This design comes from an exercise in tuning for a short achievable clock period and few clock cycles on the open sky130 flow, not from production work. The RTL was checked by simulation tests, not by an equivalence proof against the original design. Power figures rest on the tool's default switching activity, not on a simulated workload.

==> raven <==
## riscv_core
module riscv_core (
    input  clock,
    input  reset,
    output [31:0] bus_address,
    input  [31:0] bus_read_data,
    output [31:0] bus_write_data,
    output [3:0]  bus_byte_enable,
    output        bus_read_enable,
    output        bus_write_enable,
    input  [31:0] inst,
    output [31:0] pc
);
==> flow/config.mk <==
export PLATFORM = sky130hd
export DESIGN_NAME = riscv_core
export DESIGN_NICKNAME = riscv_core
export VERILOG_FILES = /design/flow/design.v
export SDC_FILE = /design/flow/constraint.sdc
export NUM_CORES = 8
export LEC_CHECK = 0
export ABC_CLOCK_PERIOD_IN_PS = 2500
export CAP_MARGIN = 40
export CORE_MARGIN = 2
export CORE_UTILIZATION = 40
export PLACE_DENSITY = 0.5
export SETUP_SLACK_MARGIN = 5
export SLEW_MARGIN = 40
==> flow/constraint.sdc <==
create_clock -name core_clock -period 9.0 [get_ports {clock}]
set_input_delay 1.8000 -clock core_clock [delete_from_list [all_inputs] [get_ports {clock}]]
set_output_delay 1.8000 -clock core_clock [all_outputs]
set_load 0.01 [all_outputs]
standard.sh (not shown) runs the stock make flow with config.mk's settings and CLKGATE_MAP_FILE= SYNTH_SCRIPT=/design/flow/synth_recipe.tcl, a recipe that flattens the netlist after the stock synthesis.
==> flow/flow/run.sh <==
#!/bin/bash
# Standard layout, with timing repair aimed well below the 9 ns clock.
set -euo pipefail
bash standard.sh SETUP_SLACK_MARGIN=6.5 finish > standard_flow.log 2>&1
==> inputs of willow, as changes to raven <==
--- a/flow/design.v
+++ b/flow/design.v
@@ -99,28 +99,28 @@
     logic        lb_t   [0:31];
     logic        lb_b   [0:31];   
     logic        lb_a   [0:31];   
     logic        lb_ai  [0:31];   
     logic        lb_nj  [0:31];   
     logic        lb_j   [0:31];   
     logic        lb_bq  [0:31];   
+    logic        lb_pm  [0:31];   
     logic [31:0] lb_inst[0:31];
     logic        valid_d;
     logic        fused_d;     
     logic        fused2_d;    
     logic        pair_d;      
     logic        bne_d;       
     logic [31:0] oh3_d;       
     logic [4:0]  rs3_d;
     logic [31:2] bpc_d;       
     logic [31:0] bimm_d;      
     logic        stall_r;     
     logic [31:0] inst_d;
     logic [31:0] oh1_d, oh2_d;    
-    logic [31:0] oh1h_d, oh2h_d;  
     logic [31:2] pc_d, pc4_d;
     logic        pt_d;        
     logic [1:0]  ctr_d;       
     logic [31:2] ptgt_d;      
     logic        valid_x;
     logic [31:0] opa_x, opb_x;    
     logic [31:0] sha_x;           
@@ -128,15 +128,15 @@
     logic [31:0] sd_x, rs1v_x, imm_x;
     logic [31:0] c_x;             
     logic        cf_x;            
     logic        cz_x;
     logic        fused_x, fused2_x, bne_x;
     logic        is_sum_x;    
     logic        fs_l_x;      
-    logic        fs_x_x, fc_x;   
+    logic        fs_x_x, fj_x, fc_x;   
     logic [31:2] pc_x, pc4_x, pcimm_x, ptgt_x;
     logic        tgt_ok_x;    
     logic        pt_x;
     logic [1:0]  ctr_x;
     logic        is_branch_x, is_jal_x, is_jalr_x, is_load_x, is_store_x, is_sfb_x;
     logic        wr_x;
     logic [4:0]  rd_x;
@@ -192,34 +192,53 @@
     logic [31:0] lb_e;
     assign nidx_f = {idx_f[30:0], idx_f[31]};
     always_comb begin
         lb_e = 32'b0;
         for (int i = 0; i < 32; i++)
             lb_e = lb_e | ({32{nidx_f[i]}} & lb_inst[i]);
     end
-    logic [30:0] fz, fz2, fz3;
-    logic        in_region_f, fz_f, fz2_f, fz3_f, fuse_f, fuse2_f, fuse3_f;
+    logic in_region_f, fz_f, fuse_f;
+    logic [30:0] fz;
+    logic [30:0] lbh;
     logic        lbt_f, t_f;
     always_comb begin
+        for (int i = 0; i < 31; i++) begin
+            lbh[i] = lb_v[i] & lb_v[i + 1] & (lb_t[i] == lb_t[i + 1]);
+            fz[i]  = lbh[i] & lb_b[i] & lb_a[i + 1];
+        end
         fz_f  = 1'b0;
-        fz2_f = 1'b0;
-        fz3_f = 1'b0;
         lbt_f = 1'b0;
         for (int i = 0; i < 31; i++) begin
             fz_f  = fz_f  | (idx_f[i] & fz[i]);
-            fz2_f = fz2_f | (idx_f[i] & fz2[i]);
-            fz3_f = fz3_f | (idx_f[i] & fz3[i]);
             lbt_f = lbt_f | (idx_f[i] & lb_t[i]);
         end
     end
     assign in_region_f = pc_f[31:8] == lb_region;
     assign t_f         = in_region_f && lbt_f == pc_f[7];
     assign fuse_f      = fz_f && t_f && !f_taken;
-    assign fuse2_f     = fz2_f && t_f;
-    assign fuse3_f     = fz3_f && t_f;
+    logic fz2_f, fuse2_f;
+    logic [30:0] fz2;
+    always_comb begin
+        for (int i = 0; i < 31; i++)
+            fz2[i] = lbh[i] & lb_ai[i] & lb_bq[i + 1] & lb_pm[i + 1];
+        fz2_f = 1'b0;
+        for (int i = 0; i < 31; i++)
+            fz2_f = fz2_f | (idx_f[i] & fz2[i]);
+    end
+    assign fuse2_f = fz2_f && t_f;
+    logic fz3_f, fuse3_f;
+    logic [30:0] fz3;
+    always_comb begin
+        for (int i = 0; i < 31; i++)
+            fz3[i] = lbh[i] & lb_nj[i] & lb_j[i + 1];
+        fz3_f = 1'b0;
+        for (int i = 0; i < 31; i++)
+            fz3_f = fz3_f | (idx_f[i] & fz3[i]);
+    end
+    assign fuse3_f = fz3_f && t_f;
     logic [4:0]  rs3_f;
     logic        bne_f;
     logic [31:2] bpc_f;
     logic [31:0] bimm_f;
     assign rs3_f  = inst[19:15];
     assign bne_f  = fuse2_f ? lb_e[12] : inst[12];
     assign bpc_f  = fuse2_f || fuse3_f ? pc4_f : pc_f;
@@ -280,16 +299,16 @@
     logic [31:0] rf1_d, rf2_d;
     logic        rz3_d;
     always_comb begin
         rf1_d = 32'b0;
         rf2_d = 32'b0;
         rz3_d = 1'b0;
         for (int i = 1; i < 32; i++) begin
-            rf1_d = rf1_d | ({{16{oh1h_d[i]}}, {16{oh1_d[i]}}} & regs[i]);
-            rf2_d = rf2_d | ({{16{oh2h_d[i]}}, {16{oh2_d[i]}}} & regs[i]);
+            rf1_d = rf1_d | ({32{oh1_d[i]}} & regs[i]);
+            rf2_d = rf2_d | ({32{oh2_d[i]}} & regs[i]);
             rz3_d = rz3_d | (oh3_d[i] & rz[i]);
         end
     end
     logic hx1, hx2, hx3, hm1, hm2, hm3, wrx_x;
     assign hx1 = wrx_x && rd_x == rs1_d;
     assign hx2 = wrx_x && rd_x == rs2_d;
     assign hx3 = wrx_x && rd_x == rs3_d;
@@ -372,15 +391,15 @@
     assign feq_x = (a_x ^ b_x) == {(a_x[30:0] | b_x[30:0]), 1'b0};
     assign leq_x = lg_x == 32'b0;
     assign cond_x = fused2_x ? (sub_x ? eq_x : is_sum_x ? feq_x : leq_x) ^ bne_x :
                     (c_eq_x & eq_x) | (c_ne_x & ~eq_x) | (c_lt_x & lt_x) | (c_ge_x & ~lt_x)
                   | (c_ltu_x & ltu_x) | (c_geu_x & ~ltu_x);
     logic [31:0] jt_x;
     logic [31:0] j_x;
-    assign j_x  = rs1v_x;
+    assign j_x  = fj_x ? res_m : rs1v_x;
     assign jt_x = j_x + imm_x;
     logic        jc2_x;
     logic [29:0] ja_x, jb_x, jk_x, jco_x;
     logic        jok_x;
     assign jc2_x = (j_x[1] & imm_x[1]) | ((j_x[1] ^ imm_x[1]) & j_x[0] & imm_x[0]);
     assign ja_x  = j_x[31:2];
     assign jb_x  = imm_x[31:2];
@@ -415,19 +434,17 @@
         case (f3_m[1:0])
             2'b00:   ld_m = {{24{~f3_m[2] & ld_sh_m[7]}}, ld_sh_m[7:0]};
             2'b01:   ld_m = {{16{~f3_m[2] & ld_sh_m[15]}}, ld_sh_m[15:0]};
             default: ld_m = bus_read_data;
         endcase
     assign mres_m = ld_m_sel ? ld_m : res_m;
     logic stall_next;
-    assign stall_next = !stall_r && valid_d && writes_d && !redirect_m &&
-                        ((is_load_d &&
-                          ((uses1_f && rs1_f == rd_d) || (uses2_f && rs2_f == rd_d) ||
-                           (sfbz_m && inst[19:15] == rd_d))) ||
-                         (inst[6:0] == 7'b1100111 && inst[19:15] == rd_d));
+    assign stall_next = !stall_r && valid_d && is_load_d && writes_d && !redirect_m &&
+                        ((uses1_f && rs1_f == rd_d) || (uses2_f && rs2_f == rd_d) ||
+                         (sfbz_m && inst[19:15] == rd_d));
     logic [31:2] pcn_f;
     logic [31:0] idxn_f;
     assign pcn_f  = redirect_m ? tgt_m : stall_r ? pc_f :
                     f_taken ? f_tgt : fuse_f || fuse2_f || fuse3_f ? pc8_f : pc4_f;
     assign idxn_f = redirect_m ? onehot5(tgt_m[6:2]) : stall_r ? idx_f :
                     f_taken ? onehot5(f_tgtl[6:2]) :
                     fuse_f || fuse2_f || fuse3_f ? {idx_f[29:0], idx_f[31:30]} :
@@ -475,16 +492,14 @@
             bne_d    <= bne_f;
             oh3_d    <= onehot5(rs3_f) & 32'hFFFFFFFE;
             rs3_d    <= rs3_f;
             bpc_d    <= bpc_f;
             bimm_d   <= bimm_f;
             oh1_d  <= oh1_f;
             oh2_d  <= oh2_f;
-            oh1h_d <= oh1_f & {32{uses1_f}};
-            oh2h_d <= oh2_f & {32{uses2_f | is_store_f}};
             pc_d   <= pc_f;
             pc4_d  <= fuse2_f || fuse3_f ? pc8_f : pc4_f;
             pt_d   <= f_taken;
             ctr_d  <= f_ctr;
             ptgt_d <= f_tgt;
             is_lui_d    <= is_lui_f;
             is_auipc_d  <= is_auipc_f;
@@ -516,14 +531,15 @@
         opb_x   <= opb_d;
         sha_x   <= is_sll_d | is_sr_d ? r1_d : 32'b0;
         shl_x   <= is_sll_d ? opb_d[4:0] : 5'b0;
         shr_x   <= is_sr_d ? opb_d[4:0] : 5'b0;
         sd_x    <= hm2 ? mres_m : rf2_d;
         rs1v_x  <= hm1 ? mres_m : rf1_d;
         fs_x_x  <= hx2 && !is_load_x;
+        fj_x    <= hx1;
         fc_x    <= hx3;
         imm_x   <= imm_d;
         fs_l_x  <= hx2 && is_load_x;
         c_x     <= r3_d;
         cf_x    <= hx3 || hm3 || hw3;
         cz_x    <= rz3_d || oh3_d == 32'b0;
         fused_x <= fused_d;
@@ -623,39 +639,23 @@
             for (int i = 0; i < 32; i++) lb_v[i] <= 1'b0;
         end else if (!in_region_f) begin
             lb_region <= pc_f[31:8];
             for (int i = 0; i < 32; i++) lb_v[i] <= 1'b0;
         end else begin
             for (int i = 0; i < 32; i++) if (idx_f[i]) lb_v[i] <= 1'b1;
         end
-    always_ff @(posedge clock or posedge reset)
-        if (reset) begin
-            fz  <= 31'b0;
-            fz2 <= 31'b0;
-            fz3 <= 31'b0;
-        end else if (!in_region_f) begin
-            fz  <= 31'b0;
-            fz2 <= 31'b0;
-            fz3 <= 31'b0;
-        end else begin
-            for (int i = 0; i < 31; i++)
-                if (idx_f[i]) begin
-                    fz[i]  <= lb_v[i + 1] && lb_t[i + 1] == pc_f[7] && sfbz_m && lb_a[i + 1];
-                    fz2[i] <= lb_v[i + 1] && lb_t[i + 1] == pc_f[7] && addi_m && lb_bq[i + 1] &&
-                              ((inst[11:7] == lb_inst[i + 1][19:15] && lb_inst[i + 1][24:20] == 5'd0) ||
-                               (inst[11:7] == lb_inst[i + 1][24:20] && lb_inst[i + 1][19:15] == 5'd0));
-                    fz3[i] <= lb_v[i + 1] && lb_t[i + 1] == pc_f[7] && nj_m && lb_j[i + 1];
-                end else if (idx_f[i + 1]) begin
-                    fz[i]  <= lb_v[i] && lb_t[i] == pc_f[7] && lb_b[i] && alu_m;
-                    fz2[i] <= lb_v[i] && lb_t[i] == pc_f[7] && lb_ai[i] && bq_m &&
-                              ((lb_inst[i][11:7] == inst[19:15] && inst[24:20] == 5'd0) ||
-                               (lb_inst[i][11:7] == inst[24:20] && inst[19:15] == 5'd0));
-                    fz3[i] <= lb_v[i] && lb_t[i] == pc_f[7] && lb_nj[i] && j_m;
-                end
-        end
+    always_ff @(posedge clock)
+        for (int i = 0; i < 32; i++)
+            if (idx_f[i]) begin
+                lb_pm[i] <= (lb_inst[(i + 31) % 32][11:7] == inst[19:15] && inst[24:20] == 5'd0) ||
+                            (lb_inst[(i + 31) % 32][11:7] == inst[24:20] && inst[19:15] == 5'd0);
+            end else if (idx_f[(i + 31) % 32]) begin
+                lb_pm[i] <= (inst[11:7] == lb_inst[i][19:15] && lb_inst[i][24:20] == 5'd0) ||
+                            (inst[11:7] == lb_inst[i][24:20] && lb_inst[i][19:15] == 5'd0);
+            end
     always_ff @(posedge clock)
         for (int i = 0; i < 32; i++)
             if (idx_f[i]) begin
                 lb_inst[i] <= inst;
                 lb_t[i]    <= pc_f[7];
                 lb_b[i]    <= sfbz_m;
                 lb_a[i]    <= alu_m;
==> inputs of indigo, as changes to raven <==
--- a/flow/design.v
+++ b/flow/design.v
@@ -99,14 +99,15 @@
     logic        lb_t   [0:31];
     logic        lb_b   [0:31];   
     logic        lb_a   [0:31];   
     logic        lb_ai  [0:31];   
     logic        lb_nj  [0:31];   
     logic        lb_j   [0:31];   
     logic        lb_bq  [0:31];   
+    logic        lb_pm  [0:31];   
     logic [31:0] lb_inst[0:31];
     logic        valid_d;
     logic        fused_d;     
     logic        fused2_d;    
     logic        pair_d;      
     logic        bne_d;       
     logic [31:0] oh3_d;       
@@ -192,34 +193,53 @@
     logic [31:0] lb_e;
     assign nidx_f = {idx_f[30:0], idx_f[31]};
     always_comb begin
         lb_e = 32'b0;
         for (int i = 0; i < 32; i++)
             lb_e = lb_e | ({32{nidx_f[i]}} & lb_inst[i]);
     end
-    logic [30:0] fz, fz2, fz3;
-    logic        in_region_f, fz_f, fz2_f, fz3_f, fuse_f, fuse2_f, fuse3_f;
+    logic in_region_f, fz_f, fuse_f;
+    logic [30:0] fz;
+    logic [30:0] lbh;
     logic        lbt_f, t_f;
     always_comb begin
+        for (int i = 0; i < 31; i++) begin
+            lbh[i] = lb_v[i] & lb_v[i + 1] & (lb_t[i] == lb_t[i + 1]);
+            fz[i]  = lbh[i] & lb_b[i] & lb_a[i + 1];
+        end
         fz_f  = 1'b0;
-        fz2_f = 1'b0;
-        fz3_f = 1'b0;
         lbt_f = 1'b0;
         for (int i = 0; i < 31; i++) begin
             fz_f  = fz_f  | (idx_f[i] & fz[i]);
-            fz2_f = fz2_f | (idx_f[i] & fz2[i]);
-            fz3_f = fz3_f | (idx_f[i] & fz3[i]);
             lbt_f = lbt_f | (idx_f[i] & lb_t[i]);
         end
     end
     assign in_region_f = pc_f[31:8] == lb_region;
     assign t_f         = in_region_f && lbt_f == pc_f[7];
     assign fuse_f      = fz_f && t_f && !f_taken;
-    assign fuse2_f     = fz2_f && t_f;
-    assign fuse3_f     = fz3_f && t_f;
+    logic fz2_f, fuse2_f;
+    logic [30:0] fz2;
+    always_comb begin
+        for (int i = 0; i < 31; i++)
+            fz2[i] = lbh[i] & lb_ai[i] & lb_bq[i + 1] & lb_pm[i + 1];
+        fz2_f = 1'b0;
+        for (int i = 0; i < 31; i++)
+            fz2_f = fz2_f | (idx_f[i] & fz2[i]);
+    end
+    assign fuse2_f = fz2_f && t_f;
+    logic fz3_f, fuse3_f;
+    logic [30:0] fz3;
+    always_comb begin
+        for (int i = 0; i < 31; i++)
+            fz3[i] = lbh[i] & lb_nj[i] & lb_j[i + 1];
+        fz3_f = 1'b0;
+        for (int i = 0; i < 31; i++)
+            fz3_f = fz3_f | (idx_f[i] & fz3[i]);
+    end
+    assign fuse3_f = fz3_f && t_f;
     logic [4:0]  rs3_f;
     logic        bne_f;
     logic [31:2] bpc_f;
     logic [31:0] bimm_f;
     assign rs3_f  = inst[19:15];
     assign bne_f  = fuse2_f ? lb_e[12] : inst[12];
     assign bpc_f  = fuse2_f || fuse3_f ? pc4_f : pc_f;
@@ -623,39 +643,23 @@
             for (int i = 0; i < 32; i++) lb_v[i] <= 1'b0;
         end else if (!in_region_f) begin
             lb_region <= pc_f[31:8];
             for (int i = 0; i < 32; i++) lb_v[i] <= 1'b0;
         end else begin
             for (int i = 0; i < 32; i++) if (idx_f[i]) lb_v[i] <= 1'b1;
         end
-    always_ff @(posedge clock or posedge reset)
-        if (reset) begin
-            fz  <= 31'b0;
-            fz2 <= 31'b0;
-            fz3 <= 31'b0;
-        end else if (!in_region_f) begin
-            fz  <= 31'b0;
-            fz2 <= 31'b0;
-            fz3 <= 31'b0;
-        end else begin
-            for (int i = 0; i < 31; i++)
-                if (idx_f[i]) begin
-                    fz[i]  <= lb_v[i + 1] && lb_t[i + 1] == pc_f[7] && sfbz_m && lb_a[i + 1];
-                    fz2[i] <= lb_v[i + 1] && lb_t[i + 1] == pc_f[7] && addi_m && lb_bq[i + 1] &&
-                              ((inst[11:7] == lb_inst[i + 1][19:15] && lb_inst[i + 1][24:20] == 5'd0) ||
-                               (inst[11:7] == lb_inst[i + 1][24:20] && lb_inst[i + 1][19:15] == 5'd0));
-                    fz3[i] <= lb_v[i + 1] && lb_t[i + 1] == pc_f[7] && nj_m && lb_j[i + 1];
-                end else if (idx_f[i + 1]) begin
-                    fz[i]  <= lb_v[i] && lb_t[i] == pc_f[7] && lb_b[i] && alu_m;
-                    fz2[i] <= lb_v[i] && lb_t[i] == pc_f[7] && lb_ai[i] && bq_m &&
-                              ((lb_inst[i][11:7] == inst[19:15] && inst[24:20] == 5'd0) ||
-                               (lb_inst[i][11:7] == inst[24:20] && inst[19:15] == 5'd0));
-                    fz3[i] <= lb_v[i] && lb_t[i] == pc_f[7] && lb_nj[i] && j_m;
-                end
-        end
+    always_ff @(posedge clock)
+        for (int i = 0; i < 32; i++)
+            if (idx_f[i]) begin
+                lb_pm[i] <= (lb_inst[(i + 31) % 32][11:7] == inst[19:15] && inst[24:20] == 5'd0) ||
+                            (lb_inst[(i + 31) % 32][11:7] == inst[24:20] && inst[19:15] == 5'd0);
+            end else if (idx_f[(i + 31) % 32]) begin
+                lb_pm[i] <= (inst[11:7] == lb_inst[i][19:15] && lb_inst[i][24:20] == 5'd0) ||
+                            (inst[11:7] == lb_inst[i][24:20] && lb_inst[i][19:15] == 5'd0);
+            end
     always_ff @(posedge clock)
         for (int i = 0; i < 32; i++)
             if (idx_f[i]) begin
                 lb_inst[i] <= inst;
                 lb_t[i]    <= pc_f[7];
                 lb_b[i]    <= sfbz_m;
                 lb_a[i]    <= alu_m;
==> flow/flow/run.sh (replaced) <==
#!/bin/bash
# Standard layout, with timing repair aimed well below the 9 ns clock.
set -euo pipefail
bash standard.sh SETUP_SLACK_MARGIN=5.0 finish > standard_flow.log 2>&1
==> comparison table <==
|  | raven | willow | indigo |
|---|---|---|---|
| Average footprint of a synthesized cell | 13.1 um^2 | 13.4 um^2 | 13.3 um^2 |
| Clock network fraction of design power | 24.2% | 25.1% | 31.8% |
| Slew at the pin closest to its max-slew limit | 1.41 ns | 1.18 ns | 0.965 ns |
| Most common cell on crit path | sky130_fd_sc_hd__buf_12 | - | sky130_fd_sc_hd__buf_4 |
| Proportion of layout cells with a drive suffix above 1 | 35.9% | 33.3% | 16.0% |
| Final clock skew | 0.0775 ns | 0.0774 ns | 0.0691 ns |
| Number of resized instances in the post-cts repair step | 4,214 | 2,898 | 260 |
| Non-clock buffer share of cell area | 12.9% | 11.9% | 3.76% |
| Power per standard cell area | 311 nW/um^2 | 314 nW/um^2 | 282 nW/um^2 |
| Antenna fix cells | 20 | 32 | 27 |
| Critical path startpoint category | flop | flop | primary input |
| Total Power | 74.1 mW | 71.3 mW | 56.3 mW |
| Reg clk slew, reported paths | 0.07 ns | 0.06 ns | 0.06 ns |
| Result of the run | no timing/DRC/antenna violations | no timing/DRC/antenna violations | no timing/DRC/antenna violations |
| Multi-input gate share of total cell area | 30.2% | 29.8% | 29.1% |
| Levels on crit path | 18 | 11 | 7 |
| Fill count | 34,901 | 34,280 | 37,679 |
Testbench counts of raven, summed over its fixed seeds: cycles 116,679.
Testbench counts of willow, summed over its fixed seeds: cycles 116,679.
Testbench counts of indigo, summed over its fixed seeds: cycles 116,679.

==> re-timing with driven ports <==
How much do the figures lean on ideal ports? The routed layouts below were timed once more, with nothing changed but the port constraints.
Step 1 assumes that a clkbuf_16 drives the clock port and a buf_2 every other input.
Step 2 times the ports against the registers' clock, not the clock port: input delays grow and output delays shrink by t, the midpoint of the rising clock arrivals with the driver on.
Slacks: ideal ports / drivers / drivers and shift; pairs: ideal ports / drivers.
| run | shift t [ns] | slack for setup (ns) | pins driven straight from the clock port |
|---|---|---|---|
| raven | 1.128 | 5.046 / 5.046 / 4.383 | 1 |
| willow | 1.153 | 5.010 / 5.010 / 4.523 | 1 |
| indigo | 1.126 | 4.949 / 4.923 / 3.925 | 1 |
After both steps setup and hold are still met in every run listed. The setup slack of indigo, which loses most, moves by -0.026 ns with the drivers and by -1.024 ns with both steps.
